Source: an optimization exercise on an open RTL-to-GDS flow (aim: small area). Production flows keep margins and buffers that such runs may drop.
The RTL was checked by simulation tests, not by an equivalence proof against the original design.
In runs 3 to 6 the design's own scripts or RTL, not TritonCTS, make the clock network.
The clock input has no modelled driver; a real chip could not lean on it and would need a root buffer or a full tree.
Power is estimated from default activity; no workload was simulated.

$ cat config.mk
export PLATFORM = sky130hd
export DESIGN_NAME = top
export DESIGN_NICKNAME = top
export VERILOG_FILES = /design/flow/design.v
export SDC_FILE = /design/flow/constraint.sdc
export NUM_CORES = 4
export LEC_CHECK = 0
export ABC_AREA = 1
export CAP_MARGIN = 20
export CORE_MARGIN = 2
export CORE_UTILIZATION = 40
export CTS_BUF_LIST = sky130_fd_sc_hd__clkbuf_16
export CTS_CLUSTER_DIAMETER = 500
export CTS_CLUSTER_SIZE = 100
export SLEW_MARGIN = 20
$ cat constraint.sdc
create_clock -name core_clock -period 10.0 [get_ports {clk}]
set_input_delay 2.0000 -clock core_clock [delete_from_list [all_inputs] [get_ports {clk}]]
set_output_delay 2.0000 -clock core_clock [all_outputs]
set_load 0.01 [all_outputs]
$ cat design.v
`timescale 1ns / 1ps
module top#(
parameter p_clkfreq = 100_000_000,
parameter p_sclkfreq = 1_000_000,
parameter p_cpol = 0,
parameter p_cpha = 0,
parameter p_readfreq = 2,
parameter p_baudrate = 115_200,
parameter p_stopbit	= 2
)(
input   clk,
input   rst,
input miso_i,
output mosi_o,
output sclk_o,
output cs_o,
output  tx
);
reg [5:0] p;     
reg [3:0] hb;    
reg [6:0] by;    
reg wa;          
reg wb;          
reg act;         
wire pw  = p[5] & p[4] & p[0];          
wire p9  = p[3] & p[0];                 
wire h12 = hb == 4'd12;                 
wire hw  = pw & (&hb);                  
wire bw  = hw & (&by[6:2]);             
wire tick = (&by[6:2]) & (&hb) & p[5] & p[3] & p[2] & ~p[1] & p[0];
wire entry = wb & ~act & (by == 7'd7) & (&hb) & (p == 6'd4);
wire leave = act & h12 & (by == 7'd12);
always @(posedge clk) begin
    if (rst) begin
        p  <= 6'd46;
        hb <= 4'd15;
        by <= 7'd124;
    end else if (leave) begin
        p  <= 6'd41;
        hb <= 4'd14;
        by <= 7'd8;
    end else if (entry) begin
        p  <= 6'd0;
    end else if (act) begin
        p <= (p9 | h12) ? 6'd0 : p + 6'd1;
        if (h12)     hb <= 4'd15;
        else if (p9) hb <= hb + 4'd1;
        if (h12)     by <= by + 7'd1;
    end else begin
        p <= pw ? 6'd0 : p + 6'd1;
        if (pw) hb <= hb + 4'd1;
        if (hw) by <= bw ? 7'd0 : by + 7'd1;
    end
end
always @(posedge clk) begin
    if (rst) begin
        wa  <= 1'b0;
        wb  <= 1'b0;
        act <= 1'b0;
    end else begin
        if (tick) begin
            wa <= 1'b1;
            wb <= wa;
        end
        act <= entry | (act & ~leave);
    end
end
wire p_lt5 = ~p[3] & (~p[2] | ~(p[1] | p[0]));    
wire cs_act = wa & (wb ? (act ? ((by == 7'd7) & (hb == 4'd15 || !hb[3] || (hb == 4'd8 && p_lt5)))
                              : (by[6:3] == 4'd0 || (by == 7'd8 && hb == 4'd0)))
                       : (by < 7'd3 || (by == 7'd3 && hb == 4'd0)));
assign cs_o   = ~cs_act;
assign sclk_o = act ? ((by == 7'd7) & (hb == 4'd15 || hb < 4'd3 || (hb == 4'd3 && p_lt5)))
                    : cs_act & hb[0];
reg [7:0] mbyte;
always @(*) begin
    mbyte = 8'h00;
    if (wb) begin
        if (by == 7'd0) mbyte = 8'h0B;
        if (by == 7'd1) mbyte = 8'h0E;
    end else begin
        if (by == 7'd0) mbyte = 8'h0A;
        if (by == 7'd1) mbyte = 8'h2D;
        if (by == 7'd2) mbyte = 8'h02;
    end
end
reg mosi_r;
always @(posedge clk) begin
    if (rst) mosi_r <= 1'b0;
    else     mosi_r <= wa & mbyte[~hb[3:1]] & ~hw;
end
assign mosi_o = mosi_r;
reg [48:0] r;
wire cap = pw & ~hb[0] & (by[6:3] == 4'd0);
always @(posedge clk) begin
    r <= {r[0], r[48:1]};
    if (cap) begin
        case (by[2:1])
            2'd2:    r[33] <= miso_i;
            2'd3:    r[18] <= miso_i;
            default: r[48] <= miso_i;
        endcase
    end
end
wire       act_n = entry | (act & ~leave);
wire [3:0] hb_n  = (act & h12) ? 4'd15 : (act & p9) ? hb + 4'd1 : hb;
wire       p0_n  = entry | (act & (p9 | h12));
reg tap;
always @(*) begin
    case (hb_n[2:0])
        3'd0: tap = r[19];
        3'd1: tap = r[7];
        3'd2: tap = r[44];
        3'd3: tap = r[32];
        3'd4: tap = r[20];
        3'd5: tap = r[8];
        3'd6: tap = r[45];
        default: tap = r[33];
    endcase
end
reg tx_r;
always @(posedge clk) begin
    if (rst)                  tx_r <= 1'b1;
    else if (!act_n)          tx_r <= 1'b1;
    else if (hb_n == 4'd15)   tx_r <= 1'b0;
    else if (!hb_n[3])        tx_r <= p0_n ? tap : tx_r;
    else                      tx_r <= (hb_n[3:1] != 3'b100);
end
assign tx = tx_r;
endmodule
$ cat flow/run.sh
#!/bin/bash
# Standard layout, except that the combinational logic of the standard
# synthesis is re-mapped by Yosys/ABC's default area-oriented mapping.
# Registers (names, count, cell types) are kept exactly as the standard
# synthesis made them. Each tool writes its own log in this folder.
set -euo pipefail
LIB=$FLOW_HOME/platforms/sky130hd/lib/sky130_fd_sc_hd__tt_025C_1v80.lib
R=orfs/results/$FLOW_PLATFORM/top/base

bash standard.sh synth > synth.log 2>&1
cp $R/1_2_yosys.v std_synth.v

python3 flow/comblib.py $LIB comb.lib > comblib.log 2>&1
cat > remap.ys <<EOS
read_liberty -ignore_miss_func comb.lib
read_liberty -lib -ignore_redef $LIB
read_verilog -defer std_synth.v
hierarchy -top $FLOW_TOP
flatten
opt -purge
abc -liberty $LIB -dont_use sky130_fd_sc_hd__lpflow_* -dont_use sky130_fd_sc_hd__probe*
read_liberty -lib -ignore_redef $LIB
opt_clean -purge
splitnets
opt_clean -purge
hilomap -singleton -hicell sky130_fd_sc_hd__conb_1 HI -locell sky130_fd_sc_hd__conb_1 LO
insbuf -buf sky130_fd_sc_hd__buf_4 A X
check -assert -mapped
stat -liberty $LIB
write_verilog -noattr -nohex -nodec remapped.v
EOS
yosys -s remap.ys > remap.log 2>&1
cp remapped.v $R/1_2_yosys.v
rm -f $R/1_synth.odb $R/1_synth.sdc
bash standard.sh finish > layout.log 2>&1
$ cat flow/comblib.py
# writes a liberty holding only the combinational cells of the input liberty
import re,sys
src=open(sys.argv[1]).read()
out=[]; i=src.find('cell (')
head=src[:i]
pos=i; cells=[]
while True:
    j=src.find('cell (',pos)
    if j<0: break
    # find matching brace
    k=src.find('{',j); depth=1; m=k+1
    while depth:
        c=src[m]
        if c=='{': depth+=1
        elif c=='}': depth-=1
        m+=1
    block=src[j:m]
    if not re.search(r'\b(ff|latch|statetable)\s*\(',block):
        cells.append(block)
    pos=m
open(sys.argv[2],'w').write(head+'\n'.join(cells)+'\n}\n')
print(len(cells))
$ cat standard.sh
#!/bin/bash
# synth_recipe.tcl (not shown) runs the flow's synth.tcl, then flattens the netlist and writes it again
# the make line also repeats each setting of config.mk as NAME=value (left out here)
make -C /OpenROAD-flow-scripts/flow DESIGN_CONFIG=/design/flow/config.mk WORK_HOME=/design/flow/orfs CLKGATE_MAP_FILE= SYNTH_SCRIPT=/design/flow/synth_recipe.tcl "${@:-finish}"
==> results of run 1 <==
==> state kept, by name (all words and copies together) (netlist names) <==
register and count:
r 49, mosi_r 1, p 6, by 7, wa 1, hb 4
tx_r 1, wb 1, act 1
==> final timing paths <==
path / from / end / slack (ns) / depth (start not counted)
hold / removal: r[48]$_DFF_P_ / r[47]$_DFF_P_ / 0.32 / 0
setup reg to reg: hb[2]$_SDFFE_PP1P_ / by[0]$_SDFFE_PP0P_ / 7.36 / 6
setup / recovery: hb[0]$_SDFFE_PP1P_ / sclk_o / 5.22 / 7
hold reg to reg: r[48]$_DFF_P_ / r[47]$_DFF_P_ / 0.32 / 0
==> metal layers <==
metal,part of all wire,wire (µm),vias up,GRT usage
met5,0,0,-,0
met3,0.063,306,9,0.0511
met4,0.014,70,0,0.0966
li1,-,-,904,-
met1,0.50,2420,826,0.245
met2,0.42,2040,50,0.232
==> worst register-to-register path: stages, from the launching register on <==
cell      delay (ns)
dfxtp_1         0.63
nand3_1         0.16
nor3_1          0.71
nand2_1         0.35
and2_0          0.44
nand2_1         0.17
a211oi_1        0.05
==> area by class of cell <==
type                            count  area, µm²  share of cell area
Multi-Input combinational cell    159        913               0.328
Clock buffer                        9        225              0.0809
Tap cell                           72       90.1              0.0324
Timing Repair Buffer                7       67.6              0.0243
Inverter                            6       22.5             0.00809
Sequential cell                    71       1420               0.511
Clock inverter                      7       42.5              0.0153
==> power breakdown <==
part / switching [mW] / internal [mW]
clock: 0.115 / 0.165
combinational: 0.0171 / 0.0115
sequential: 0.00935 / 0.288
total: 0.141 / 0.465
==> metrics by stage <==
| stage | worst slack [ns] | util | hold WS [ns] |
|---|---|---|---|
| finish | 5.22 | 0.496 | 0.324 |
| global route | 5.00 | 0.496 | 0.330 |
| global placement | 5.67 | 0.448 | 0.310 |
| floorplan | 6.17 | - | 0.310 |
| detailed placement | 5.58 | 0.448 | 0.312 |
| CTS | 5.22 | 0.496 | 0.325 |
==> cell usage in the layout (no fill, tap or decap), drive strengths merged, types with 2 or more instances in the layout <==
cell type      count
nand3             12
dfxtp             71
clkbuf             9
a221o              2
nor4               3
clkdlybuf4s50      6
clkinv            10
a311oi             3
or3                3
o211ai             5
a2bb2oi            2
nor3               8
xnor2              2
a21oi             10
or2                2
nand2             29
nand4              3
o21a               2
o31ai              3
a31oi              2
and3               3
a211oi             5
o21ai             13
a211o              3
mux2               3
nand2b             2
nor2              23
xor2               3
inv                2
==> results.ini, run 1 <==
[drt]
avgViaCountPerCell=5.40
drt_pass1_iterations=5
drt_wl_total_um=4840
ant_nets=0
wl_per_cell_um=14.6
drt_iter0_drc=199
vias=1789
drcViolationCount=0

[grt]
grt_max_degree=16
grt_pass1_vias=1682
antenna_found_initial=0
track_usage=0.173
grt-ovfl-total=0
grt_pass1_wl_um=8270

[layout]
nFillCells=557
diodes=0
fin_area_um2=2780
syn_to_final_growth_pct=18.0
stdcell_count=331
drive_above_1_share=0.0579
final_nets=257

[floorplan]
die_area_um2=6520
die_w_um=80.8
initial_core_util=0.420
placementRows=27
coreArea_um2=5610
pin_count=7
dieHeight_um=80.8

[synthesis]
synth_area_um2=2360
syn-num-nets=239
synth.avg_cell_area_um2=9.99
syn_inst=236
yosysWarnings=1

[timing]
fmax_mhz=209
finalCriticalPeriod_ns=4.78
setup-tns-final_ns=0
timing_hold_violations_final=0
worstMarginPinSlew_ns=0.892
relSlewSlack=0.401
min_period_over_period=0.478
drv_slew=0
rsz0062_at_grt=no
setup_viol=0
fin_skew_ns=0.00468

[placed_design]
placed_area_um2=2510
dp_cells=315
routabilityCongestion=0.887
portBuffers=6
hpwl_um=3230

[worst_setup_path]
cp_slowest_stage_delay_ns=0.56
crit_chain=nor2_1 -> nand2_1 -> o41ai_1 -> a22oi_1 -> or3_1 -> o21ai_0 -> clkdlybuf4s50_1
worstPathRequired_ns=8.00
cp_slowest_cell=clkdlybuf4s50_1
cp-start-kind=register
endpoint_kind=primary output
worstSetupPathType=reg -> out
crit_fanout=13
critPathBufInv=1
path_delay_family=simple AND/OR/NAND/NOR gates
crit_arrival_ns=2.78

[power]
ir_drop_uv=130
power.leakage_nw=1.11
pwr_density_cell_nw_per_um2=218
p_total_uw=606

[clocking]
cts_buffers=9
cts_setup_buffers=0
ctsResizeCount=0
cts_tree=yes
path_clk_slew_ns=0.06
clock_path_buffers=2
cts_hold_buf=0
cts_sinks=71
clk_latency_ns=0.33
htreeDepth=3
cts-root-buf=clkbuf_16

[worst_hold_path]
hp-class=reg -> reg

[run_status]
status=complete, no violations

[job]
maxCapViolations=0

==> inputs of run 2 (changes only) <==
==> run.sh (new file) <==
#!/bin/bash
# synth_recipe.tcl (not shown) runs the flow's synth.tcl, then flattens the netlist and writes it again
# the make line also repeats each setting of config.mk as NAME=value (left out here)
make -C /OpenROAD-flow-scripts/flow DESIGN_CONFIG=/design/flow/config.mk WORK_HOME=/design/flow/orfs CLKGATE_MAP_FILE= SYNTH_SCRIPT=/design/flow/synth_recipe.tcl finish
--- a/config.mk
+++ b/config.mk
@@ -11,5 +11,2 @@
 export CORE_UTILIZATION = 40
-export CTS_BUF_LIST = sky130_fd_sc_hd__clkbuf_16
-export CTS_CLUSTER_DIAMETER = 500
-export CTS_CLUSTER_SIZE = 100
 export SLEW_MARGIN = 20
removed: flow/run.sh
removed: flow/comblib.py
removed: standard.sh
==> run 2 against run 1 <==
Non-clock buffer count shrank 1. Die area grew 15%. Area after synthesis grew 16%. Clock skew grew 0.0059 ns. Combinational power grew 100%. Fmax grew 8.7%. Sequential share of layout area shrank 4.9 points. Routed wire length grew 15%. Register-to-register slack gained 0.54 ns. Clock power shrank 16%. Global-route usage shrank 0.67 points.
==> results.ini, run 2 <==
[run_status]
status=complete, no violations

[worst_setup_path]
rr_startpoint=hb[0]$_SDFFE_PP1P_
crit_fanout=4  ; -9
crit_top_cell=inv_1
cp_slowest_stage_delay_ns=0.55  ; about the same
cp_slowest_cell=clkdlybuf4s50_1
cp-start-kind=register
endpoint_kind=primary output
critPathLaunch=by[0]$_SDFFE_PP0P_
crit_chain=inv_1 -> ha_1 -> inv_1 -> nor2_1 -> a31oi_1 -> o211ai_1 -> nand2_1 -> o21ai_0 -> clkdlybuf4s50_1
worstPathRequired_ns=8.00  ; about the same
crit_arrival_ns=2.40  ; -0.38 ns
worstSetupPathType=reg -> out

[clocking]
ctsResizeCount=0  ; unchanged
cts_sinks=71  ; unchanged
cts-root-buf=clkbuf_8
cts_buffers=9  ; unchanged
clk_latency_ns=0.34  ; about the same
cts_setup_buffers=0  ; unchanged
clock_path_buffers=2  ; unchanged
cts_hold_buf=0  ; unchanged
cts_tree=yes
path_clk_slew_ns=0.08  ; +0.02 ns
htreeDepth=3  ; unchanged

[placed_design]
hpwl_um=3990  ; +23%
placed_area_um2=2870  ; +14%
routabilityCongestion=0.904  ; +1.9%
portBuffers=6  ; unchanged

[synthesis]
synth.avg_cell_area_um2=8.53  ; -15%
synthArstFlopShare=0
syn_inst=320  ; +36%
yosys-top-cells-area=dfxtp_1 (52%), nand2_1 (8.4%), inv_1 (6.2%), nand3_1 (5.5%), ha_1 (3.7%)
synth_enable_flop_cells=0
yosysTopAreaCell=dfxtp_1
synth_area_um2=2730  ; +16%
yosysSeqAreaShare=0.521
ys_top_cells_by_count=dfxtp_1 (71), nand2_1 (61), inv_1 (45)
yosys_most_used_dff=dfxtp_1
yosysWarnings=1  ; unchanged
synth_seq_cells=71
syn-num-nets=331  ; +38%
yosys.area.top_type_share=0.521
synth_most_common_cell=dfxtp_1
synth.distinct_cells=35

[power]
power_frac_comb=0.098  ; +0.051
pwr-share-seq=0.508  ; +0.017
p_switching_uw=166  ; +18%
clock_power_share=0.394  ; -0.068
power.leakage_nw=1.45  ; +31%
ir_drop_uv=149  ; +15%
swShare=0.279  ; +0.0462
pwr_density_cell_nw_per_um2=193  ; -11%
p_int_uw=429  ; -7.8%

[drt]
drt_pass1_iterations=4  ; -1
avgViaCountPerCell=5.14  ; -5.0%
ant_nets=0  ; unchanged
drt_wl_total_um=5560  ; +15%
drcViolationCount=0  ; unchanged
vias=2157  ; +21%
drt_iter0_drc=99  ; -50%
wl_per_cell_um=13.2  ; -9.5%

[layout]
final_cell_mix=dfxtp_1 (71), nand2_1 (61), inv_1 (45)
diodes=0  ; unchanged
drive_above_1_share=0.103  ; +0.0450
largest_reg_flops=49  ; unchanged
reg_top3=r: 49 flops, by: 7 flops, p: 6 flops
syn_to_final_growth_pct=12.8
fin_area_um2=3080  ; +11%
final_common_cell=dfxtp_1
final_nets=346  ; +35%
top_register=r
nFillCells=644  ; +16%

[floorplan]
pin_count=7  ; unchanged
placementRows=30  ; +11%
coreArea_um2=6680  ; +19%
dieHeight_um=86.6  ; +7.2%
die_area_um2=7500  ; +15%
initial_core_util=0.408  ; -0.0119
die_w_um=86.6  ; +7.2%

[grt]
grt_max_degree=15  ; -1
grt_pass1_wl_um=9650  ; +17%
track_usage=0.166  ; -0.00673
antenna_found_initial=0  ; unchanged
grt_pass1_vias=2050  ; +22%
grt-ovfl-total=0  ; unchanged

[timing]
relSlewSlack=0.752  ; +0.351
setup_viol=0  ; unchanged
timing_hold_violations_final=0  ; unchanged
worstMarginPinSlew_ns=0.369  ; -0.523 ns
rsz0062_at_grt=no
setup-tns-final_ns=0  ; unchanged
finalCriticalPeriod_ns=4.40  ; -0.383 ns
min_period_over_period=0.440  ; -0.0383
drv_slew=0  ; unchanged
fmax_mhz=227  ; +8.7%
fin_skew_ns=0.0106  ; +0.00590 ns

[worst_hold_path]
hp-class=reg -> reg
hold_path_startpoint=r[46]$_DFF_P_

[job]
maxCapViolations=0  ; unchanged

-- run 2: power by group through the flow --
stage | combinational, mW | clock (mW) | sequential, mW
after global placement | 0.0570 | 0 | 0.308
after global routing | 0.0668 | 0.253 | 0.303
after CTS | 0.0581 | 0.240 | 0.302
after floorplan | 0.0495 | 0 | 0.303
final | 0.0584 | 0.234 | 0.302
after detailed placement | 0.0576 | 0 | 0.308
-- run 2: logic make-up (layout without fill, tap and decap cells) --
logic type      Yosys count  after routing  synth area share
simple gates            142            142             0.253
flops                    71             71             0.521
buf+inv                  51             71            0.0747
compound gates           45             45             0.105
fa+ha+maj                 8              8            0.0367
xor+xnor                  3              3           0.00963
-- run 2: layout make-up --
type | count | area [µm²] | share of cell area
Clock inverter | 7 | 80.1 | 0.0260
Sequential cell | 71 | 1420 | 0.462
Tap cell | 80 | 100 | 0.0325
Clock buffer | 9 | 124 | 0.0402
Multi-Input combinational cell | 198 | 1100 | 0.359
Timing Repair Buffer | 6 | 60.1 | 0.0195
Inverter | 49 | 189 | 0.0614
-- run 2: metrics by stage --
| step | hold slack (ns) | setup WS, ns | std cells | power [mW] | utilization |
|---|---|---|---|---|---|
| 6_report | 0.327 | 5.60 | 420 | 0.595 | 0.461 |
| 4_1_cts | 0.329 | 5.57 | 420 | 0.600 | 0.461 |
| 3_5_place_dp | 0.312 | 5.95 | 404 | 0.366 | 0.430 |
| 2_1_floorplan | 0.310 | 6.48 | 320 | 0.352 | - |
| 3_3_place_gp | 0.310 | 6.02 | 404 | 0.365 | 0.430 |
| 5_1_grt | 0.331 | 5.37 | 420 | 0.623 | 0.461 |
-- run 2: metal layers --
metal | routed length, µm | global-route usage | up-vias | share of wire
li1 | - | - | 1086 | -
met4 | 96 | 0.0554 | 0 | 0.017
met2 | 2490 | 0.262 | 63 | 0.45
met3 | 298 | 0.0543 | 10 | 0.054
met5 | 0 | 0 | - | 0
met1 | 2680 | 0.215 | 998 | 0.48
-- run 2: worst max-delay path, delay by kind of cell (launching register included) --
family                     cells  cell delay, ns
buffers and inverters          3            0.74
AOI/OAI and AO/OA              3            0.45
DFF                            1            0.35
and+or+nand+nor                2            0.30
adders and majority gates      1            0.23
-- run 2: path summary, 6_finish.rpt --
path | endpoint | slack (ns) | depth (start not counted)
min | r[45]$_DFF_P_ | 0.33 | 0
max reg2reg | tx_r$_SDFFE_PP1P_ | 7.90 | 14
max | sclk_o | 5.60 | 9
min reg2reg | r[45]$_DFF_P_ | 0.33 | 0
==> inputs of run 3 (changes only) <==
==> flow/run.sh (new file) <==
#!/bin/bash
# Standard layout with three changes:
#  1. the combinational logic of the standard synthesis is re-mapped by
#     Yosys/ABC's default mapping (registers are kept exactly: names, count
#     and cell types);
#  2. ports are buffered with sky130_fd_sc_hd__buf_1;
#  3. after CTS, the clock tree is rebuilt as NLEAF leaf buffers fed by the
#     clock port, each driving one placement cluster of register clock pins.
# Each tool writes its own log in this folder.
set -euo pipefail
LIB=$FLOW_HOME/platforms/sky130hd/lib/sky130_fd_sc_hd__tt_025C_1v80.lib
R=orfs/results/$FLOW_PLATFORM/top/base
BUFARGS="BUFFER_PORTS_ARGS=-buffer_cell sky130_fd_sc_hd__buf_1"
LEAF=${LEAF:-sky130_fd_sc_hd__clkbuf_16}
NLEAF=${NLEAF:-3}

bash standard.sh synth > synth.log 2>&1
cp $R/1_2_yosys.v std_synth.v

python3 flow/comblib.py $LIB comb.lib > comblib.log 2>&1
cat > remap.ys <<EOS
read_liberty -ignore_miss_func comb.lib
read_liberty -lib -ignore_redef $LIB
read_verilog -defer std_synth.v
hierarchy -top $FLOW_TOP
flatten
opt -purge
abc -liberty $LIB -dont_use sky130_fd_sc_hd__lpflow_* -dont_use sky130_fd_sc_hd__probe*
read_liberty -lib -ignore_redef $LIB
opt_clean -purge
splitnets
opt_clean -purge
hilomap -singleton -hicell sky130_fd_sc_hd__conb_1 HI -locell sky130_fd_sc_hd__conb_1 LO
insbuf -buf sky130_fd_sc_hd__buf_4 A X
check -assert -mapped
stat -liberty $LIB
write_verilog -noattr -nohex -nodec remapped.v
EOS
yosys -s remap.ys > remap.log 2>&1
cp remapped.v $R/1_2_yosys.v
rm -f $R/1_synth.odb $R/1_synth.sdc

bash standard.sh "$BUFARGS" cts > place_cts.log 2>&1
cp $R/4_cts.odb cts_standard.odb
IN_ODB=cts_standard.odb OUT_ODB=cts_rebuilt.odb LEAF_MASTER=$LEAF NLEAF=$NLEAF \
  openroad -no_init -exit flow/clock_tree.tcl > clock_tree.log 2>&1
cp cts_rebuilt.odb $R/4_cts.odb
bash standard.sh "$BUFARGS" finish > route_finish.log 2>&1
==> flow/clock_tree.tcl (new file) <==
# Replace the clock tree that CTS built with K leaf clock buffers, each
# driving the register clock pins of one placement cluster. The clock port
# drives the K leaf buffers only (K <= 4). Dummy loads are removed.
# env: IN_ODB OUT_ODB LEAF_MASTER NLEAF
read_db $::env(IN_ODB)
set db [ord::get_db]
set block [ord::get_db_block]
set K $::env(NLEAF)
set master [$db findMaster $::env(LEAF_MASTER)]
set root [$block findInst clkbuf_0_clk]
if { $root == "NULL" } { error "no root clock buffer" }
set portnet [[$root findITerm A] getNet]
# collect sinks and remove every CTS cell
set sinks {}
set olds {}
foreach inst [$block getInsts] {
  set n [$inst getName]
  if { [string match clkload* $n] || [string match clkbuf_* $n] } { lappend olds $inst }
}
foreach inst $olds {
  if { [string match clkbuf_* [$inst getName]] } {
    set onet [[$inst findITerm X] getNet]
    foreach it [$onet getITerms] {
      set ii [$it getInst]
      if { [lsearch -exact $olds $ii] < 0 } { lappend sinks $it }
    }
  }
}
set onets {}
foreach inst $olds {
  set x [$inst findITerm X]
  if { $x != "NULL" && [$x getNet] != "NULL" } { lappend onets [$x getNet] }
}
foreach it $sinks { $it disconnect }
foreach inst $olds { odb::dbInst_destroy $inst }
foreach net [lsort -unique $onets] { odb::dbNet_destroy $net }
# k-means on sink locations
set pts {}
foreach it $sinks { lappend pts [[$it getInst] getLocation] }
set n [llength $pts]
set cents {}
for {set k 0} {$k < $K} {incr k} {
  # seed: sinks sorted by x then pick evenly
  lappend cents [lindex [lsort -integer -index 0 $pts] [expr {int(($k + 0.5) * $n / $K)}]]
}
for {set iter 0} {$iter < 50} {incr iter} {
  set asg {}
  foreach p $pts {
    set best 0; set bd 1e30
    for {set k 0} {$k < $K} {incr k} {
      set c [lindex $cents $k]
      set d [expr {pow([lindex $p 0]-[lindex $c 0],2) + pow([lindex $p 1]-[lindex $c 1],2)}]
      if { $d < $bd } { set bd $d; set best $k }
    }
    lappend asg $best
  }
  set nc {}
  for {set k 0} {$k < $K} {incr k} {
    set sx 0; set sy 0; set m 0
    foreach p $pts a $asg { if { $a == $k } { set sx [expr {$sx + [lindex $p 0]}]; set sy [expr {$sy + [lindex $p 1]}]; incr m } }
    if { $m == 0 } { lappend nc [lindex $cents $k] } else { lappend nc [list [expr {$sx / $m}] [expr {$sy / $m}]] }
  }
  set cents $nc
}
for {set k 0} {$k < $K} {incr k} {
  set b [odb::dbInst_create $block $master "clkbuf_leaf_${k}_clk"]
  set net [odb::dbNet_create $block "clknet_leaf_${k}_clk"]
  $net setSigType CLOCK
  [$b findITerm A] connect $portnet
  [$b findITerm X] connect $net
  set c [lindex $cents $k]
  $b setLocation [lindex $c 0] [lindex $c 1]
  $b setPlacementStatus PLACED
  set m 0
  foreach it $sinks a $asg { if { $a == $k } { $it connect $net; incr m } }
  puts "leaf $k: $m sinks"
}
detailed_placement
check_placement -verbose
write_db $::env(OUT_ODB)
==> flow/comblib.py (new file) <==
# writes a liberty holding only the combinational cells of the input liberty
import re,sys
src=open(sys.argv[1]).read()
out=[]; i=src.find('cell (')
head=src[:i]
pos=i; cells=[]
while True:
    j=src.find('cell (',pos)
    if j<0: break
    # find matching brace
    k=src.find('{',j); depth=1; m=k+1
    while depth:
        c=src[m]
        if c=='{': depth+=1
        elif c=='}': depth-=1
        m+=1
    block=src[j:m]
    if not re.search(r'\b(ff|latch|statetable)\s*\(',block):
        cells.append(block)
    pos=m
open(sys.argv[2],'w').write(head+'\n'.join(cells)+'\n}\n')
print(len(cells))
==> standard.sh (new file) <==
#!/bin/bash
# synth_recipe.tcl (not shown) runs the flow's synth.tcl, then flattens the netlist and writes it again
# the make line also repeats each setting of config.mk as NAME=value (left out here)
make -C /OpenROAD-flow-scripts/flow DESIGN_CONFIG=/design/flow/config.mk WORK_HOME=/design/flow/orfs CLKGATE_MAP_FILE= SYNTH_SCRIPT=/design/flow/synth_recipe.tcl "${@:-finish}"
removed: run.sh
==> run 3 against run 2 <==
Still clean on timing, DRC and antenna. First-iteration DRC count rose by 99%. Clock skew rose by 0.0039 ns. Core utilization fell by 0.55 points. Final cell count shrank 24%. Area after synthesis fell by 14%. Power decreased by 25%. Routed wire length shrank 20%. Critical path depth decreased by 2. Critical path type unchanged. Critical endpoint unchanged. Largest power group unchanged. Highest routed layer unchanged.
==> results.ini, run 3 <==
[run_status]
status=complete, no violations

[timing]
timing_hold_violations_final=0  ; unchanged
drv_slew=0  ; unchanged
worstMarginPinSlew_ns=0.865  ; +0.496 ns
rsz0062_at_grt=no
layout_setup_ws_ns=5.83  ; +0.234 ns
fmax_mhz=240  ; +5.6%
hold_slack_ns=0.325  ; -0.00108 ns
min_period_over_period=0.417  ; -0.0234
finalCriticalPeriod_ns=4.17  ; -0.234 ns
setup-tns-final_ns=0  ; unchanged
relSlewSlack=0.419  ; -0.333
setup_viol=0  ; unchanged
fin_skew_ns=0.0145  ; +0.00391 ns

[drt]
drt_iter0_drc=197  ; +99%
drcViolationCount=0  ; unchanged
avgViaCountPerCell=5.36  ; +4.3%
wl_per_cell_um=13.9  ; +5.1%
ant_nets=0  ; unchanged
drt_wl_total_um=4430  ; -20%
drt_pass1_iterations=4  ; unchanged
vias=1703  ; -21%

[layout]
final_common_cell=dfxtp_1
top_register=r
nFillCells=567  ; -12%
largest_reg_flops=49  ; unchanged
final_nets=251  ; -27%
fin_util=0.455  ; -0.00552
final_cell_mix=dfxtp_1 (71), nand2_1 (29), nor2_1 (23)
diodes=0  ; unchanged
drive_above_1_share=0.0163  ; -0.0867
syn_to_final_growth_pct=8.28
reg_top3=r: 49 flops, by: 7 flops, p: 6 flops

[grt]
antenna_found_initial=0  ; unchanged
grt_pass1_wl_um=7680  ; -20%
track_usage=0.153  ; -0.0124
grt_max_degree=29  ; +14
grt-ovfl-total=0  ; unchanged
grt_pass1_vias=1529  ; -25%

[worst_setup_path]
endpoint_kind=primary output
cp-start-kind=register
rr_startpoint=hb[2]$_SDFFE_PP1P_
regToRegSetupSlack_ns=7.39  ; -0.51 ns
r2r-end=p[4]$_SDFF_PP0_
crit_arrival_ns=2.17  ; -0.23 ns
worstPathRequired_ns=8.00  ; about the same
crit_fanout=13  ; +9
critPathLaunch=hb[0]$_SDFFE_PP1P_
worstSetupPathType=reg -> out
reg2reg_depth=6  ; -8

[floorplan]
initial_core_util=0.420  ; +0.0119
dieHeight_um=80.8  ; -6.7%
placementRows=27  ; -10%
die_w_um=80.8  ; -6.7%
die_area_um2=6520  ; -13%
coreArea_um2=5610  ; -16%
pin_count=7  ; unchanged

[placed_design]
pre_cts_slack_ns=6.01  ; +0.0586 ns
routabilityCongestion=0.898  ; -0.59%
portBuffers=6  ; unchanged
hpwl_um=3090  ; -23%

[synthesis]
synth_area_um2=2360  ; -14%
syn-num-nets=239  ; -28%
synth.avg_cell_area_um2=9.99  ; +17%
syn_inst=236  ; -26%
yosysWarnings=1  ; unchanged

[job]
maxCapViolations=0  ; unchanged

[worst_hold_path]
hold_path_startpoint=r[4]$_DFF_P_
holdPathEnd=r[3]$_DFF_P_
hold_path_depth=0  ; unchanged
hp-class=reg -> reg

[power]
p_total_uw=445  ; -25%
ir_drop_uv=97.3  ; -35%
pwr_density_cell_nw_per_um2=174  ; -9.8%
power.leakage_nw=0.997  ; -31%

[clocking]
ctsResizeCount=0  ; unchanged
cts_hold_buf=0  ; unchanged
path_clk_slew_ns=0.09  ; about the same
cts_sinks=71  ; unchanged
clk_latency_ns=0.16  ; -0.18 ns
cts_setup_buffers=0  ; unchanged

-- run 3: final cells by class --
class	instances	area, µm²	area share
buffer	3	75.1	0.0294
inverter	6	22.5	0.00882
multi-input combinational	159	913	0.358
sequential	71	1420	0.557
tap	72	90.1	0.0353
timing repair buffer	7	30.0	0.0118
-- run 3: critical path, stage by stage (launching register included) --
cell and delay (ns):
dfxtp_1 0.44, nor2_1 0.32, nand2_1 0.12, o41ai_1 0.27, a22oi_1 0.13, or3_1 0.40, o21ai_0 0.18, buf_1 0.17
-- run 3: metrics by stage --
stage               cell area (µm²)  std cells
global placement               2480        315
detailed placement             2480        315
CTS                            2690        331
floorplan                      2360        236
global route                   2550        318
finish                         2550        318
-- run 3: report_power, final --
| part | switching [mW] | leakage (nW) | internal, mW |
|---|---|---|---|
| clock network | 0.0653 | 0.0370 | 0.0548 |
| logic | 0.0171 | 0.385 | 0.0110 |
| registers | 0.00922 | 0.575 | 0.288 |
| total | 0.0917 | 0.997 | 0.353 |
-- run 3: how the worst max path moves through the flow --
stage,end,slack [ns],cells after the start
after global placement,sclk_o,6.06,7
final,sclk_o,5.83,7
after detailed placement,sclk_o,6.01,7
after CTS,sclk_o,5.61,7
after global routing,sclk_o,5.53,7
after floorplan,sclk_o,6.17,6
-- run 3: metal layers --
metal | vias to the layer above | wire (µm) | GRT usage
met5 | - | 0 | 0
met4 | 0 | 53 | 0.0458
met3 | 4 | 333 | 0.0567
met2 | 53 | 1790 | 0.212
met1 | 772 | 2250 | 0.223
li1 | 874 | - | -
==> inputs of run 4 (changes only) <==
--- a/design.v
+++ b/design.v
@@ -26,3 +26,5 @@
 wire p9  = p[3] & p[0];                 
-wire h12 = hb == 4'd12;                 
+wire h12  = hb[3] & hb[2] & ~hb[0];     
+wire h15  = hb[3] & hb[2] & hb[0];      
+wire fr0  = ~by[3];                     
 wire hw  = pw & (&hb);                  
@@ -31,3 +33,3 @@
 wire entry = wb & ~act & (by == 7'd7) & (&hb) & (p == 6'd4);
-wire leave = act & h12 & (by == 7'd12);
+wire leave = act & h12 & by[3] & by[2];
 always @(posedge clk) begin
@@ -68,3 +70,3 @@
 wire p_lt5 = ~p[3] & (~p[2] | ~(p[1] | p[0]));    
-wire cs_act = wa & (wb ? (act ? ((by == 7'd7) & (hb == 4'd15 || !hb[3] || (hb == 4'd8 && p_lt5)))
+wire cs_act = wa & (wb ? (act ? (fr0 & (h15 | ~hb[3] | (~hb[2] & ~hb[1] & ~hb[0] & p_lt5)))
                               : (by[6:3] == 4'd0 || (by == 7'd8 && hb == 4'd0)))
@@ -72,3 +74,3 @@
 assign cs_o   = ~cs_act;
-assign sclk_o = act ? ((by == 7'd7) & (hb == 4'd15 || hb < 4'd3 || (hb == 4'd3 && p_lt5)))
+assign sclk_o = act ? (fr0 & (h15 | (~hb[3] & ~hb[2] & (~(hb[1] & hb[0]) | p_lt5))))
                     : cs_act & hb[0];
@@ -104,15 +106,12 @@
 end
-wire       act_n = entry | (act & ~leave);
-wire [3:0] hb_n  = (act & h12) ? 4'd15 : (act & p9) ? hb + 4'd1 : hb;
-wire       p0_n  = entry | (act & (p9 | h12));
 reg tap;
 always @(*) begin
-    case (hb_n[2:0])
-        3'd0: tap = r[19];
-        3'd1: tap = r[7];
-        3'd2: tap = r[44];
-        3'd3: tap = r[32];
-        3'd4: tap = r[20];
-        3'd5: tap = r[8];
-        3'd6: tap = r[45];
+    case (hb[2:0])
+        3'd7: tap = r[19];
+        3'd0: tap = r[7];
+        3'd1: tap = r[44];
+        3'd2: tap = r[32];
+        3'd3: tap = r[20];
+        3'd4: tap = r[8];
+        3'd5: tap = r[45];
         default: tap = r[33];
@@ -122,7 +121,5 @@
 always @(posedge clk) begin
-    if (rst)                  tx_r <= 1'b1;
-    else if (!act_n)          tx_r <= 1'b1;
-    else if (hb_n == 4'd15)   tx_r <= 1'b0;
-    else if (!hb_n[3])        tx_r <= p0_n ? tap : tx_r;
-    else                      tx_r <= (hb_n[3:1] != 3'b100);
+    if (rst || !(act || entry) || leave) tx_r <= 1'b1;
+    else if (entry || h12)               tx_r <= 1'b0;
+    else if (p9)                         tx_r <= (h15 | (~hb[3] & ~(&hb[2:0]))) ? tap : (hb[3] & (|hb[2:0]));
 end
--- a/flow/run.sh
+++ b/flow/run.sh
@@ -3,4 +3,5 @@
 #  1. the combinational logic of the standard synthesis is re-mapped by
-#     Yosys/ABC's default mapping (registers are kept exactly: names, count
-#     and cell types);
+#     Yosys/ABC (flow/remap.py: several area-oriented scripts, the smallest
+#     result proven equivalent is kept; registers are kept exactly: names,
+#     count and cell types);
 #  2. ports are buffered with sky130_fd_sc_hd__buf_1;
@@ -19,22 +20,3 @@
 
-python3 flow/comblib.py $LIB comb.lib > comblib.log 2>&1
-cat > remap.ys <<EOS
-read_liberty -ignore_miss_func comb.lib
-read_liberty -lib -ignore_redef $LIB
-read_verilog -defer std_synth.v
-hierarchy -top $FLOW_TOP
-flatten
-opt -purge
-abc -liberty $LIB -dont_use sky130_fd_sc_hd__lpflow_* -dont_use sky130_fd_sc_hd__probe*
-read_liberty -lib -ignore_redef $LIB
-opt_clean -purge
-splitnets
-opt_clean -purge
-hilomap -singleton -hicell sky130_fd_sc_hd__conb_1 HI -locell sky130_fd_sc_hd__conb_1 LO
-insbuf -buf sky130_fd_sc_hd__buf_4 A X
-check -assert -mapped
-stat -liberty $LIB
-write_verilog -noattr -nohex -nodec remapped.v
-EOS
-yosys -s remap.ys > remap.log 2>&1
+python3 flow/remap.py $LIB std_synth.v remapped.v $FLOW_TOP > remap.log 2>&1
 cp remapped.v $R/1_2_yosys.v
==> flow/remap.py (new file) <==
#!/usr/bin/env python3
"""Re-map the combinational logic of the standard synthesis netlist.

The registers (their names, count and cell types) are kept as the standard
synthesis made them; only the combinational cells between them are rebuilt.
Several ABC scripts are tried, rounds are repeated on the best result, and
the smallest netlist that Yosys proves equivalent to the input (registers
paired by name) is written.  usage: remap.py LIB IN.v OUT.v TOP
"""
import os, re, subprocess, sys

lib, src, dst, top = sys.argv[1:5]
work = os.path.abspath('remap')
os.makedirs(work, exist_ok=True)
comb = os.path.join(work, 'comb.lib')
dont = '-dont_use sky130_fd_sc_hd__lpflow_* -dont_use sky130_fd_sc_hd__probe*'

# liberty holding only the combinational cells
text = open(lib).read()
first = text.find('cell (')
cells, pos = [], first
while True:
    j = text.find('cell (', pos)
    if j < 0:
        break
    k = text.find('{', j); depth = 1; m = k + 1
    while depth:
        c = text[m]
        depth += (c == '{') - (c == '}')
        m += 1
    block = text[j:m]
    if not re.search(r'\b(ff|latch|statetable)\s*\(', block):
        cells.append(block)
    pos = m
open(comb, 'w').write(text[:first] + '\n'.join(cells) + '\n}\n')

log = open(os.path.join(work, 'remap_driver.log'), 'w')

def yosys(script, tag):
    path = os.path.join(work, tag + '.ys')
    open(path, 'w').write(script)
    r = subprocess.run(['yosys', '-q', '-l', os.path.join(work, tag + '.log'), path],
                       stdout=subprocess.DEVNULL, stderr=subprocess.STDOUT)
    return r.returncode == 0

def remap(inp, abc_script, tag):
    out = os.path.join(work, tag + '.v')
    stat = os.path.join(work, tag + '.stat')
    s = abc_script and '-script "%s"' % abc_script or ''
    ok = yosys(f"""read_liberty -ignore_miss_func {comb}
read_liberty -lib -ignore_redef {lib}
read_verilog -defer {inp}
hierarchy -top {top}
flatten
opt -purge
abc -liberty {lib} {dont} {s}
read_liberty -lib -ignore_redef {lib}
opt_clean -purge
check -assert -mapped
tee -q -o {stat} stat -liberty {lib}
write_verilog -noattr -nohex -nodec {out}
""", tag)
    if not ok or not os.path.exists(stat):
        return None
    m = re.search(r'Chip area for module .*?: ([\d.]+)', open(stat).read())
    return (float(m.group(1)), out) if m else None

def equivalent(gold, gate, tag):
    g = open(gold).read().replace('module %s(' % top, 'module gold(', 1)
    h = open(gate).read().replace('module %s(' % top, 'module gate(', 1)
    g = re.sub(r'\b_(\d+)_\b', r'gd_\1_', g)
    h = re.sub(r'\b_(\d+)_\b', r'gx_\1_', h)
    gp, hp = os.path.join(work, tag + '_gold.v'), os.path.join(work, tag + '_gate.v')
    open(gp, 'w').write(g); open(hp, 'w').write(h)
    return yosys(f"""read_liberty -ignore_miss_func {lib}
read_verilog {gp}
read_verilog {hp}
flatten gold gate
opt_clean
equiv_make gold gate equiv
hierarchy -top equiv
equiv_simple -seq 2
equiv_induct
equiv_status -assert
""", tag + '_equiv')

scripts = [
    '',
    '+strash;dch,-f;amap',
    '+strash;dc2;dch,-f;amap;dnsize',
    '+strash;dc2;dch,-f;amap;strash;dc2;dch,-f;amap',
    '+strash;dc2;dch,-f;amap;strash;dc2;dch,-f;amap;strash;dc2;dch,-f;amap',
]
results = []
cur = src
for rnd in range(6):
    best = None
    for i, sc in enumerate(scripts):
        r = remap(cur, sc, 'r%d_s%d' % (rnd, i))
        print(rnd, i, sc, r and r[0], file=log, flush=True)
        if r and (best is None or r[0] < best[0]):
            best = r
    if best is None:
        break
    results.append(best)
    cur = best[1]

for area, path in sorted(results):
    if equivalent(src, path, os.path.basename(path)[:-2]):
        print('chosen', area, path, file=log, flush=True)
        open(dst, 'w').write(open(path).read())
        sys.exit(0)
    print('not proven equivalent', area, path, file=log, flush=True)
print('no re-mapped netlist was proven equivalent; keeping the input', file=log)
open(dst, 'w').write(open(src).read())
removed: flow/comblib.py
==> run 4 against run 3 <==
Sequential power is 2% lower. Still clean on timing, DRC and antenna. Area after synthesis is 6.2% lower. Highest routed layer unchanged. Power is 2.5% lower. Clock skew is 0.020 ns higher. Core utilization is 1.4 points lower. Sequential share of layout area is 3.5 points higher. Global-route usage is 0.058 points lower. Critical path depth is 1 higher. First-iteration DRC count is 62% lower. Via count is 7.0% lower. Synthesized cell count is 4.2% lower.
==> results.ini, run 4 <==
[grt]
grt_pass1_vias=1464  ; -4.3%
grt_pass1_wl_um=7290  ; -5.1%
antenna_found_initial=0  ; unchanged
grt-ovfl-total=0  ; unchanged
grt_max_degree=36  ; +24%
track_usage=0.153  ; -0.000582

[layout]
nFillCells=522  ; -7.9%
reg_top3=r: 49 flops, by: 7 flops, p: 6 flops
multi_input_area_um2=682  ; -25%
final_common_cell=dfxtp_1
seqCellArea_um2=1420  ; unchanged
final_nets=240  ; -4.4%
final_cell_mix=dfxtp_1 (71), nor2_1 (39), clkinv_1 (29)
top_register=r
syn_to_final_growth_pct=8.48
largest_reg_flops=49  ; unchanged
diodes=0  ; unchanged
drive_above_1_share=0.0128  ; -0.00349

[timing]
relSlewSlack=0.568  ; +0.150
rsz0062_at_grt=no
finalCriticalPeriod_ns=4.10  ; -0.0640 ns
setup_viol=0  ; unchanged
min_period_over_period=0.410  ; -0.00640
setup-tns-final_ns=0  ; unchanged
drv_slew=0  ; unchanged
timing_hold_violations_final=0  ; unchanged
worstMarginPinSlew_ns=0.641  ; -0.224 ns
hold_slack_ns=0.290  ; -0.0355 ns
fmax_mhz=244  ; +1.6%
fin_skew_ns=0.0347  ; +0.0202 ns

[clocking]
ctsResizeCount=0  ; unchanged
cts_setup_buffers=0  ; unchanged
path_clk_slew_ns=0.11  ; +0.02 ns
clk_latency_ns=0.17  ; about the same
cts_hold_buf=0  ; unchanged
cts_sinks=71  ; unchanged

[worst_setup_path]
worstPathRequired_ns=8.00  ; about the same
cp-start-kind=register
crit_top_cell=nor2_1
endpoint_kind=primary output
cp_slowest_stage_delay_ns=0.36  ; -0.08 ns
crit_fanout=6  ; -7
crit_chain=nor2_1 -> nand2_1 -> nor2_1 -> a31oi_1 -> o311ai_0 -> o211ai_1 -> o32ai_1 -> buf_1
crit_arrival_ns=2.10  ; -0.07 ns
cp_slowest_cell=dfxtp_1
worstSetupPathType=reg -> out

[power]
p_switching_uw=85.9  ; -6.3%
power.leakage_nw=0.873  ; -12%
p_int_uw=348  ; -1.6%
clock_power_share=0.282  ; +0.012
pwr-share-seq=0.670  ; +0.003
power_frac_comb=0.049  ; -0.014
pwr_density_cell_nw_per_um2=181  ; +3.7%
swShare=0.198  ; -0.00802
ir_drop_uv=139  ; +43%

[run_status]
status=complete, no violations

[placed_design]
routabilityCongestion=0.897  ; -0.17%
hpwl_um=3170  ; +2.7%
portBuffers=6  ; unchanged

[synthesis]
syn_inst=226  ; -4.2%
synth.avg_cell_area_um2=9.79  ; -2.0%
syn-num-nets=229  ; -4.2%
synth_area_um2=2210  ; -6.2%
yosysWarnings=1  ; unchanged

[floorplan]
die_w_um=78.4  ; -3.0%
coreArea_um2=5440  ; -3.0%
pin_count=7  ; unchanged
initial_core_util=0.407  ; -0.0136
die_area_um2=6140  ; -5.9%
dieHeight_um=78.4  ; -3.0%
placementRows=27  ; unchanged

[drt]
vias=1584  ; -7.0%
drt_iter0_drc=74  ; -62%
avgViaCountPerCell=5.16  ; -3.7%
ant_nets=0  ; unchanged
drcViolationCount=0  ; unchanged
wl_per_cell_um=14.3  ; +2.6%
drt_pass1_iterations=4  ; unchanged
drt_wl_total_um=4390  ; -0.93%

[worst_hold_path]
hp-class=reg -> reg

[job]
maxCapViolations=0  ; unchanged

run 4: cell count changes in the layout (fill, tap and decap cells not counted), sizes merged, moves of 4 or more:
cell and delta:
clkinv +23, nand2 -16, nor2 +16, nand3 -7, a211oi -5, o221ai +4
run 4: power groups by stage:
stage / Sequential (mW) / Combinational (mW) / Clock (mW)
global placement: 0.297 / 0.0215 / 0
global route: 0.291 / 0.0241 / 0.136
CTS: 0.290 / 0.0211 / 0.252
detailed placement: 0.297 / 0.0210 / 0
finish: 0.290 / 0.0212 / 0.122
floorplan: 0.296 / 0.0156 / 0
run 4: cell type report:
| type | instances | area share |
|---|---|---|
| buffer | 3 | 0.0313 |
| sequential | 71 | 0.592 |
| multi-input combinational | 126 | 0.284 |
| tap | 72 | 0.0375 |
| inverter | 29 | 0.0454 |
| timing repair buffer | 6 | 0.00938 |
run 4: path summary, 6_finish.rpt:
check | from | end | slack (ns) | cells past startpoint
max | hb[1]$_SDFFE_PP1P_ | sclk_o | 5.90 | 8
min | r[17]$_DFF_P_ | r[16]$_DFF_P_ | 0.29 | 0
max reg2reg | hb[2]$_SDFFE_PP1P_ | by[4]$_SDFFE_PP1P_ | 7.48 | 13
min reg2reg | r[17]$_DFF_P_ | r[16]$_DFF_P_ | 0.29 | 0
run 4: worst max-delay path: cells and delay by family, from the launching register on:
kind | cells | cell delay (ns)
compound gates | 4 | 0.89
simple gates | 3 | 0.52
buf+inv | 1 | 0.19
flops | 1 | 0.36
run 4: layer usage:
layer | track usage | share of wire | routed length [µm]
met1 | 0.209 | 0.50 | 2210
met2 | 0.234 | 0.44 | 1910
met3 | 0.0368 | 0.045 | 199
met4 | 0.0596 | 0.015 | 65
met5 | 0 | 0 | 0
run 4: metrics by stage:
| stage | power, mW | utilization | worst slack (ns) | cell area [µm²] | cells |
|---|---|---|---|---|---|
| finish | 0.434 | 0.441 | 5.90 | 2400 | 307 |
| global route | 0.451 | 0.441 | 5.72 | 2400 | 307 |
| CTS | 0.564 | 0.468 | 5.71 | 2540 | 319 |
| detailed placement | 0.318 | 0.427 | 6.09 | 2320 | 304 |
| global placement | 0.318 | 0.427 | 6.15 | 2320 | 304 |
| floorplan | 0.311 | - | 6.25 | 2210 | 226 |
==> inputs of run 5 (changes only) <==
--- a/design.v
+++ b/design.v
@@ -23,5 +23,5 @@
 reg wb;          
-reg act;         
-wire pw  = p[5] & p[4] & p[0];          
-wire p9  = p[3] & p[0];                 
+wire act = p[5] & p[4] & (p[3] | p[2] | p[1]);    
+wire pw  = p[5] & p[4] & ~p[3] & ~p[2] & ~p[1] & p[0];    
+wire p9  = p[3] & p[1] & p[0];          
 wire h12  = hb[3] & hb[2] & ~hb[0];     
@@ -32,3 +32,3 @@
 wire tick = (&by[6:2]) & (&hb) & p[5] & p[3] & p[2] & ~p[1] & p[0];
-wire entry = wb & ~act & (by == 7'd7) & (&hb) & (p == 6'd4);
+wire entry = wb & (by == 7'd7) & (&hb) & (p == 6'd4);
 wire leave = act & h12 & by[3] & by[2];
@@ -44,5 +44,5 @@
     end else if (entry) begin
-        p  <= 6'd0;
+        p  <= 6'd50;
     end else if (act) begin
-        p <= (p9 | h12) ? 6'd0 : p + 6'd1;
+        p <= (p9 | h12) ? 6'd50 : p + 6'd1;
         if (h12)     hb <= 4'd15;
@@ -60,12 +60,8 @@
         wb  <= 1'b0;
-        act <= 1'b0;
-    end else begin
-        if (tick) begin
-            wa <= 1'b1;
-            wb <= wa;
-        end
-        act <= entry | (act & ~leave);
+    end else if (tick) begin
+        wa <= 1'b1;
+        wb <= wa;
     end
 end
-wire p_lt5 = ~p[3] & (~p[2] | ~(p[1] | p[0]));    
+wire p_lt5 = ~p[3] & ~(p[2] & p[1] & p[0]);    
 wire cs_act = wa & (wb ? (act ? (fr0 & (h15 | ~hb[3] | (~hb[2] & ~hb[1] & ~hb[0] & p_lt5)))
--- a/flow/run.sh
+++ b/flow/run.sh
@@ -20,3 +20,3 @@
 
-python3 flow/remap.py $LIB std_synth.v remapped.v $FLOW_TOP > remap.log 2>&1
+NUM_CORES=${NUM_CORES:-4} python3 flow/remap.py $LIB std_synth.v remapped.v $FLOW_TOP > remap.log 2>&1
 cp remapped.v $R/1_2_yosys.v
--- a/flow/remap.py
+++ b/flow/remap.py
@@ -92,18 +92,24 @@
     '+strash;dc2;dch,-f;amap;strash;dc2;dch,-f;amap;strash;dc2;dch,-f;amap',
+    '+strash;ifraig;dch,-f;amap',
+    '+strash;drw;drf;dch,-f;amap',
+    '+strash;dc2;dch,-f;if,-a;amap',
+    '+strash;dc2;rewrite,-z;refactor,-z;dch,-f;amap',
 ]
-results = []
-cur = src
-for rnd in range(6):
-    best = None
-    for i, sc in enumerate(scripts):
-        r = remap(cur, sc, 'r%d_s%d' % (rnd, i))
-        print(rnd, i, sc, r and r[0], file=log, flush=True)
-        if r and (best is None or r[0] < best[0]):
-            best = r
-    if best is None:
-        break
-    results.append(best)
-    cur = best[1]
+from concurrent.futures import ThreadPoolExecutor
+jobs = int(os.environ.get('NUM_CORES', '4'))
+results = {}
+beam = [src]
+for rnd in range(8):
+    tasks = [(b, i, sc, 'r%d_b%d_s%d' % (rnd, bi, i))
+             for bi, b in enumerate(beam) for i, sc in enumerate(scripts)]
+    with ThreadPoolExecutor(jobs) as ex:
+        outs = list(ex.map(lambda t: remap(t[0], t[2], t[3]), tasks))
+    for t, r in zip(tasks, outs):
+        print(rnd, t[3], t[2], r and r[0], file=log, flush=True)
+        if r:
+            results[r[1]] = r[0]
+    ranked = sorted(((a, p) for p, a in results.items()))
+    beam = [p for a, p in ranked[:2]]
 
-for area, path in sorted(results):
+for path, area in sorted(results.items(), key=lambda x: x[1])[:5]:
     if equivalent(src, path, os.path.basename(path)[:-2]):
==> run 5 against run 4 <==
Core utilization rose by 1.5 points. Hold slack better by 0.037 ns. Sequential power grew 2%. Routed wire length shrank 6.9%. Register-to-register slack got worse by 0.38 ns. Global-route usage fell by 0.70 points. Clock power about the same. Fmax shrank 1.4%. Critical path type unchanged. Critical endpoint unchanged. Largest power group unchanged.
==> results.ini, run 5 <==
[power]
ir_drop_uv=126  ; -9.8%
pwr_density_cell_nw_per_um2=193  ; +6.8%
power.leakage_nw=0.856  ; -2.0%

[grt]
grt_use_met1=0.207  ; -0.00173
grt_pass1_vias=1473  ; +0.61%
grt_max_degree=26  ; -28%
track_usage=0.146  ; -0.00702
use_met2=0.206  ; -0.0276
grt-ovfl-total=0  ; unchanged
top_usage_layer=met1
antenna_found_initial=0  ; unchanged
grt_pass1_wl_um=6970  ; -4.4%
met3_usage=0.0337  ; -0.00306

[worst_setup_path]
critPathLaunch=hb[0]$_SDFFE_PP1P_
worstPathRequired_ns=8.00  ; about the same
cp-start-kind=register
crit_path_end=sclk_o
r2r-end=by[3]$_SDFFE_PP1P_
reg2reg_depth=9  ; -4
crit_arrival_ns=2.16  ; +0.06 ns
worstSetupPathType=reg -> out
rr_startpoint=p[4]$_SDFF_PP0_
endpoint_kind=primary output
regToRegSetupSlack_ns=7.10  ; -0.38 ns
crit_fanout=10  ; +4

[timing]
timing_hold_violations_final=0  ; unchanged
relSlewSlack=0.337  ; -0.231
min_period_over_period=0.416  ; +0.00595
finalCriticalPeriod_ns=4.16  ; +0.0595 ns
fmax_mhz=240  ; -1.4%
drv_slew=0  ; unchanged
fin_skew_ns=0.00588  ; -0.0288 ns
setup-tns-final_ns=0  ; unchanged
worstMarginPinSlew_ns=0.985  ; +0.344 ns
setup_viol=0  ; unchanged
rsz0062_at_grt=no

[clocking]
ctsResizeCount=0  ; unchanged
cts_setup_buffers=0  ; unchanged
cts_hold_buf=0  ; unchanged
path_clk_slew_ns=0.09  ; -0.02 ns
clk_latency_ns=0.15  ; -0.02 ns
cts_sinks=70  ; -1.4%

[layout]
diodes=0  ; unchanged
drive_above_1_share=0.0130  ; +0.000278
fin_util=0.457  ; +0.0155
syn_to_final_growth_pct=8.51  ; about the same
top_register=r
reg_top3=r: 49 flops, by: 7 flops, p: 6 flops
final_cell_mix=dfxtp_1 (70), nor2_1 (34), clkinv_1 (19)
largest_reg_flops=49  ; unchanged
final_common_cell=dfxtp_1
final_nets=235  ; -2.1%

[drt]
ant_nets=0  ; unchanged
drt_iter0_drc=76  ; +2.7%
drt_wl_total_um=4080  ; -6.9%
drt_pass1_iterations=4  ; unchanged
wl_per_cell_um=13.6  ; -4.7%
avgViaCountPerCell=5.16  ; about the same
drcViolationCount=0  ; unchanged
vias=1547  ; -2.3%

[worst_hold_path]
hp-class=reg -> reg
hold_path_depth=0  ; unchanged

[placed_design]
routabilityCongestion=0.880  ; -1.9%
hpwl_um=2970  ; -6.4%
portBuffers=6  ; unchanged

[run_status]
status=complete, no violations

[synthesis]
synth_area_um2=2180  ; -1.6%
synth.avg_cell_area_um2=9.85  ; +0.64%
syn-num-nets=224  ; -2.2%
syn_inst=221  ; -2.2%
yosysWarnings=1  ; unchanged

[floorplan]
die_area_um2=6050  ; -1.5%
initial_core_util=0.421  ; +0.0142
die_w_um=77.8  ; -0.75%
pin_count=7  ; unchanged
dieHeight_um=77.8  ; -0.75%
coreArea_um2=5170  ; -4.9%
placementRows=26  ; -3.7%

[job]
maxCapViolations=0  ; unchanged

run 5: per-layer routing:
| layer | share of wire | wire (µm) | up-vias |
|---|---|---|---|
| met5 | 0 | 0 | - |
| met4 | 0.023 | 92 | 0 |
| met3 | 0.037 | 151 | 6 |
| met2 | 0.43 | 1770 | 27 |
| li1 | - | - | 814 |
| met1 | 0.51 | 2070 | 700 |
run 5: critical path, stage by stage, from the launching register on:
cell	delay, ns
dfxtp_1	0.53
clkinv_1	0.27
o21ai_0	0.31
nand3_1	0.14
nand3_1	0.11
o221ai_1	0.15
o32ai_1	0.31
buf_1	0.19
run 5: power by group:
part	leakage, nW	switching (mW)	internal (mW)
clock	0.0370	0.0648	0.0547
combinational	0.253	0.0263	0.0143
sequential	0.566	0.0104	0.285
total	0.856	0.102	0.354
run 5: layout make-up:
| type | count | area (µm²) |
|---|---|---|
| buffer | 3 | 75.1 |
| tap | 70 | 87.6 |
| sequential | 70 | 1400 |
| fill | 484 | 2810 |
| timing repair buffer | 6 | 22.5 |
| multi-input combinational | 132 | 704 |
| inverter | 19 | 71.3 |
run 5: worst min-delay path by stage:
stage	endpoint	from
after floorplan	r[0]$_DFF_P_	r[1]$_DFF_P_
after global placement	r[9]$_DFF_P_	r[10]$_DFF_P_
after detailed placement	r[30]$_DFF_P_	r[31]$_DFF_P_
after CTS	r[30]$_DFF_P_	r[31]$_DFF_P_
after global routing	r[37]$_DFF_P_	r[38]$_DFF_P_
final	r[37]$_DFF_P_	r[38]$_DFF_P_
run 5: metrics by stage:
stage | power [mW] | hold WS (ns) | area [µm²] | instances | worst slack (ns)
floorplan | 0.331 | 0.310 | 2180 | 221 | 6.21
global placement | 0.342 | 0.310 | 2290 | 297 | 6.09
detailed placement | 0.342 | 0.312 | 2290 | 297 | 6.05
CTS | 0.589 | 0.330 | 2510 | 313 | 5.65
global route | 0.478 | 0.332 | 2360 | 300 | 5.59
finish | 0.456 | 0.327 | 2360 | 300 | 5.84
==> inputs of run 6 (changes only) <==
--- a/flow/run.sh
+++ b/flow/run.sh
@@ -14,4 +14,4 @@
 BUFARGS="BUFFER_PORTS_ARGS=-buffer_cell sky130_fd_sc_hd__buf_1"
-LEAF=${LEAF:-sky130_fd_sc_hd__clkbuf_16}
-NLEAF=${NLEAF:-3}
+LEAF=${LEAF:-sky130_fd_sc_hd__clkbuf_8}
+NLEAF=${NLEAF:-4}
 
--- a/flow/clock_tree.tcl
+++ b/flow/clock_tree.tcl
@@ -36,29 +36,37 @@
 foreach net [lsort -unique $onets] { odb::dbNet_destroy $net }
-# k-means on sink locations
+# balanced recursive bisection of the sink locations into K groups
 set pts {}
-foreach it $sinks { lappend pts [[$it getInst] getLocation] }
-set n [llength $pts]
+set idx 0
+foreach it $sinks { set l [[$it getInst] getLocation]; lappend pts [list [lindex $l 0] [lindex $l 1] $idx]; incr idx }
+proc bisect { pts k } {
+  if { $k <= 1 } { return [list $pts] }
+  set xs [lsort -integer [lmap p $pts {lindex $p 0}]]
+  set ys [lsort -integer [lmap p $pts {lindex $p 1}]]
+  set axis [expr {([lindex $xs end] - [lindex $xs 0]) >= ([lindex $ys end] - [lindex $ys 0]) ? 0 : 1}]
+  set s [lsort -integer -index $axis $pts]
+  set h [expr {[llength $s] / 2}]
+  set k1 [expr {$k / 2}]
+  return [concat [bisect [lrange $s 0 [expr {$h - 1}]] $k1] [bisect [lrange $s $h end] [expr {$k - $k1}]]]
+}
+set groups [bisect $pts $K]
+set asg [lrepeat [llength $sinks] 0]
 set cents {}
-for {set k 0} {$k < $K} {incr k} {
-  # seed: sinks sorted by x then pick evenly
-  lappend cents [lindex [lsort -integer -index 0 $pts] [expr {int(($k + 0.5) * $n / $K)}]]
+set k 0
+foreach g $groups {
+  set sx 0; set sy 0
+  foreach p $g { lset asg [lindex $p 2] $k; set sx [expr {$sx + [lindex $p 0]}]; set sy [expr {$sy + [lindex $p 1]}] }
+  lappend cents [list [expr {$sx / [llength $g]}] [expr {$sy / [llength $g]}]]
+  incr k
 }
-for {set iter 0} {$iter < 50} {incr iter} {
-  set asg {}
-  foreach p $pts {
-    set best 0; set bd 1e30
-    for {set k 0} {$k < $K} {incr k} {
-      set c [lindex $cents $k]
-      set d [expr {pow([lindex $p 0]-[lindex $c 0],2) + pow([lindex $p 1]-[lindex $c 1],2)}]
-      if { $d < $bd } { set bd $d; set best $k }
-    }
-    lappend asg $best
-  }
-  set nc {}
-  for {set k 0} {$k < $K} {incr k} {
-    set sx 0; set sy 0; set m 0
-    foreach p $pts a $asg { if { $a == $k } { set sx [expr {$sx + [lindex $p 0]}]; set sy [expr {$sy + [lindex $p 1]}]; incr m } }
-    if { $m == 0 } { lappend nc [lindex $cents $k] } else { lappend nc [list [expr {$sx / $m}] [expr {$sy / $m}]] }
-  }
-  set cents $nc
+set feed $portnet
+if { [info exists ::env(ROOT_MASTER)] && $::env(ROOT_MASTER) ne "" } {
+  set rb [odb::dbInst_create $block [$db findMaster $::env(ROOT_MASTER)] "clkbuf_root_clk"]
+  set feed [odb::dbNet_create $block "clknet_root_clk"]
+  $feed setSigType CLOCK
+  [$rb findITerm A] connect $portnet
+  [$rb findITerm X] connect $feed
+  set sx 0; set sy 0
+  foreach c $cents { set sx [expr {$sx + [lindex $c 0]}]; set sy [expr {$sy + [lindex $c 1]}] }
+  $rb setLocation [expr {$sx / $K}] [expr {$sy / $K}]
+  $rb setPlacementStatus PLACED
 }
@@ -68,3 +76,3 @@
   $net setSigType CLOCK
-  [$b findITerm A] connect $portnet
+  [$b findITerm A] connect $feed
   [$b findITerm X] connect $net
--- a/config.mk
+++ b/config.mk
@@ -10,3 +10,4 @@
 export CORE_MARGIN = 2
-export CORE_UTILIZATION = 40
+export CORE_UTILIZATION = 65
+export PLACE_DENSITY = 0.75
 export SLEW_MARGIN = 20
==> run 6 against run 5 <==
Fmax shrank 0.48%. Final area decreased by 1.9%. Clock power shrank 17%. Critical path depth shrank 1. Flip-flop and latch count unchanged. Routed wire length decreased by 0.76%.
==> results.ini, run 6 <==
[run_status]
status=complete, no violations

[power]
ir_drop_uv=168  ; +34%
power.leakage_nw=0.848  ; -0.92%
pwr_density_cell_nw_per_um2=189  ; -2.3%

[timing]
fin_skew_ns=0.0113  ; +0.00547 ns
setup-tns-final_ns=0  ; unchanged
relSlewSlack=0.599  ; +0.262
min_period_over_period=0.418  ; +0.00202
hold_slack_ns=0.325  ; -0.00132 ns
fmax_mhz=239  ; -0.48%
drv_slew=0  ; unchanged
timing_hold_violations_final=0  ; unchanged
worstMarginPinSlew_ns=0.596  ; -0.389 ns
setup_viol=0  ; unchanged
finalCriticalPeriod_ns=4.18  ; +0.0202 ns
rsz0062_at_grt=no

[placed_design]
routabilityCongestion=0.917  ; +4.2%
hpwl_um=2990  ; +0.88%
portBuffers=6  ; unchanged

[floorplan]
initial_core_util=0.663  ; +0.242
dieHeight_um=61.9  ; -20%
die_w_um=61.9  ; -20%
pin_count=7  ; unchanged
coreArea_um2=3280  ; -37%
placementRows=21  ; -19%
die_area_um2=3830  ; -37%

[clocking]
cts_hold_buf=0  ; unchanged
clk_latency_ns=0.16  ; about the same
cts_sinks=70  ; unchanged
cts_setup_buffers=0  ; unchanged
path_clk_slew_ns=0.10  ; about the same
ctsResizeCount=0  ; unchanged

[synthesis]
synth.avg_cell_area_um2=9.85  ; unchanged
syn-num-nets=224  ; unchanged
synth_area_um2=2180  ; unchanged
yosysWarnings=1  ; unchanged
syn_inst=221  ; unchanged

[grt]
grt_max_degree=19  ; -27%
grt_pass1_wl_um=6440  ; -7.6%
grt_pass1_vias=1366  ; -7.3%
antenna_found_initial=0  ; unchanged
grt-ovfl-total=0  ; unchanged
track_usage=0.229  ; +0.0833

[worst_setup_path]
regToRegSetupSlack_ns=7.40  ; +0.30 ns
crit_top_cell=or3_1
crit_chain=or3_1 -> or3_1 -> a21oi_1 -> o221ai_1 -> o32ai_1 -> buf_1
crit_fanout=5  ; -5
reg2reg_depth=11  ; +2
endpoint_kind=primary output
cp-start-kind=register
r2r-end=hb[3]$_SDFFE_PP1P_
rr_startpoint=p[4]$_SDFF_PP0_
worstSetupPathType=reg -> out
worstPathRequired_ns=8.00  ; about the same
crit_arrival_ns=2.18  ; +0.02 ns
cp_slowest_stage_delay_ns=0.42  ; -0.11 ns
cp_slowest_cell=or3_1

[drt]
drcViolationCount=0  ; unchanged
ant_nets=0  ; unchanged
drt_iter0_drc=181  ; +140%
wl_per_cell_um=14.6  ; +7.5%
drt_wl_total_um=4050  ; -0.76%
drt_pass1_iterations=5  ; +1
vias=1604  ; +3.7%
avgViaCountPerCell=5.79  ; +12%

[layout]
largest_reg_flops=49  ; unchanged
final_common_cell=dfxtp_1
final_cell_mix=dfxtp_1 (70), nor2_1 (34), clkinv_1 (19)
diodes=0  ; unchanged
drive_above_1_share=0.0216  ; +0.00860
final_nets=236  ; +0.43%
top_register=r
reg_top3=r: 49 flops, by: 7 flops, p: 6 flops
nFillCells=255  ; -47%
syn_to_final_growth_pct=6.49

[job]
maxCapViolations=0  ; unchanged

[worst_hold_path]
holdPathEnd=r[1]$_DFF_P_
hold_path_startpoint=r[2]$_DFF_P_
hp-class=reg -> reg
hold_path_depth=0  ; unchanged

[run 6: area by class of cell]
class | instances | area, µm² | share of cell area
flip-flops and latches | 70 | 1400 | 0.604
multi-input cells | 132 | 711 | 0.307
inverters | 19 | 71.3 | 0.0308
well taps | 46 | 57.6 | 0.0248
plain buffers | 4 | 55.1 | 0.0237
repair buffers | 6 | 22.5 | 0.00971
[run 6: report_power, final]
group | internal (mW) | switching, mW
combinational | 0.0143 | 0.0265
sequential | 0.285 | 0.0105
clock | 0.0371 | 0.0633
total | 0.337 | 0.100
[run 6: layer usage]
metal / part of all wire / up-vias / routed length [µm] / global-route usage
met5: 0 / - / 0 / 0
met4: 0.018 / 0 / 72 / 0.0821
met3: 0.072 / 9 / 293 / 0.0435
met2: 0.43 / 74 / 1740 / 0.325
met1: 0.48 / 719 / 1950 / 0.348
li1: - / 802 / - / -
[run 6: how the worst max path moves through the flow]
stage,to,startpoint
6_report,sclk_o,by[4]$_SDFFE_PP1P_
5_1_grt,sclk_o,hb[0]$_SDFFE_PP1P_
4_1_cts,sclk_o,by[5]$_SDFFE_PP1P_
3_5_place_dp,sclk_o,hb[0]$_SDFFE_PP1P_
3_3_place_gp,sclk_o,by[5]$_SDFFE_PP1P_
2_1_floorplan,sclk_o,by[5]$_SDFFE_PP1P_
[run 6: worst max-delay path, delay by kind of cell (launching register included)]
family | cells | cell delay, ns
DFF | 1 | 0.37
and+or+nand+nor | 2 | 0.83
AOI/OAI and AO/OA | 3 | 0.63
buffers and inverters | 1 | 0.19
[run 6: through the flow]
step           utilization  power [mW]  cells  cell area, µm²  worst slack (ns)
2_1_floorplan            -       0.331    221            2180              6.21
3_3_place_gp         0.687       0.340    273            2260              6.15
3_5_place_dp         0.687       0.342    273            2260              6.10
4_1_cts              0.735       0.534    288            2410              5.61
5_1_grt              0.706       0.454    277            2320              5.63
6_report             0.706       0.437    277            2320              5.82

## what the ideal ports hide
How much do the figures lean on ideal ports? The routed layouts below were timed once more, with nothing changed but the port constraints. Step 1, drivers: a clkbuf_16 drives clk and a buf_2 each remaining input, both assumed. Step 2 moves the port delays by t, midway between the first and last clock arrival at a register: inputs arrive t later, outputs are due t later. That takes back most of the time a late clock gives input paths. Slacks: ideal / step 1 / step 2; pairs: ideal / step 1.
run	t (ns)	setup slack, ns	worst setup path at the end
run 1	0.361	5.216 / 5.183 / 5.544	register to output
run 2	0.366	5.599 / 5.571 / 5.937	register to output
run 3	0.211	5.833 / 5.770 / 5.981	register to output
run 4	0.217	5.897 / 5.835 / 6.052	register to output
run 5	0.209	5.838 / 5.778 / 5.987	register to output
run 6	0.201	5.817 / 5.767 / 5.968	register to output
After both steps setup and hold are still met in every run listed.
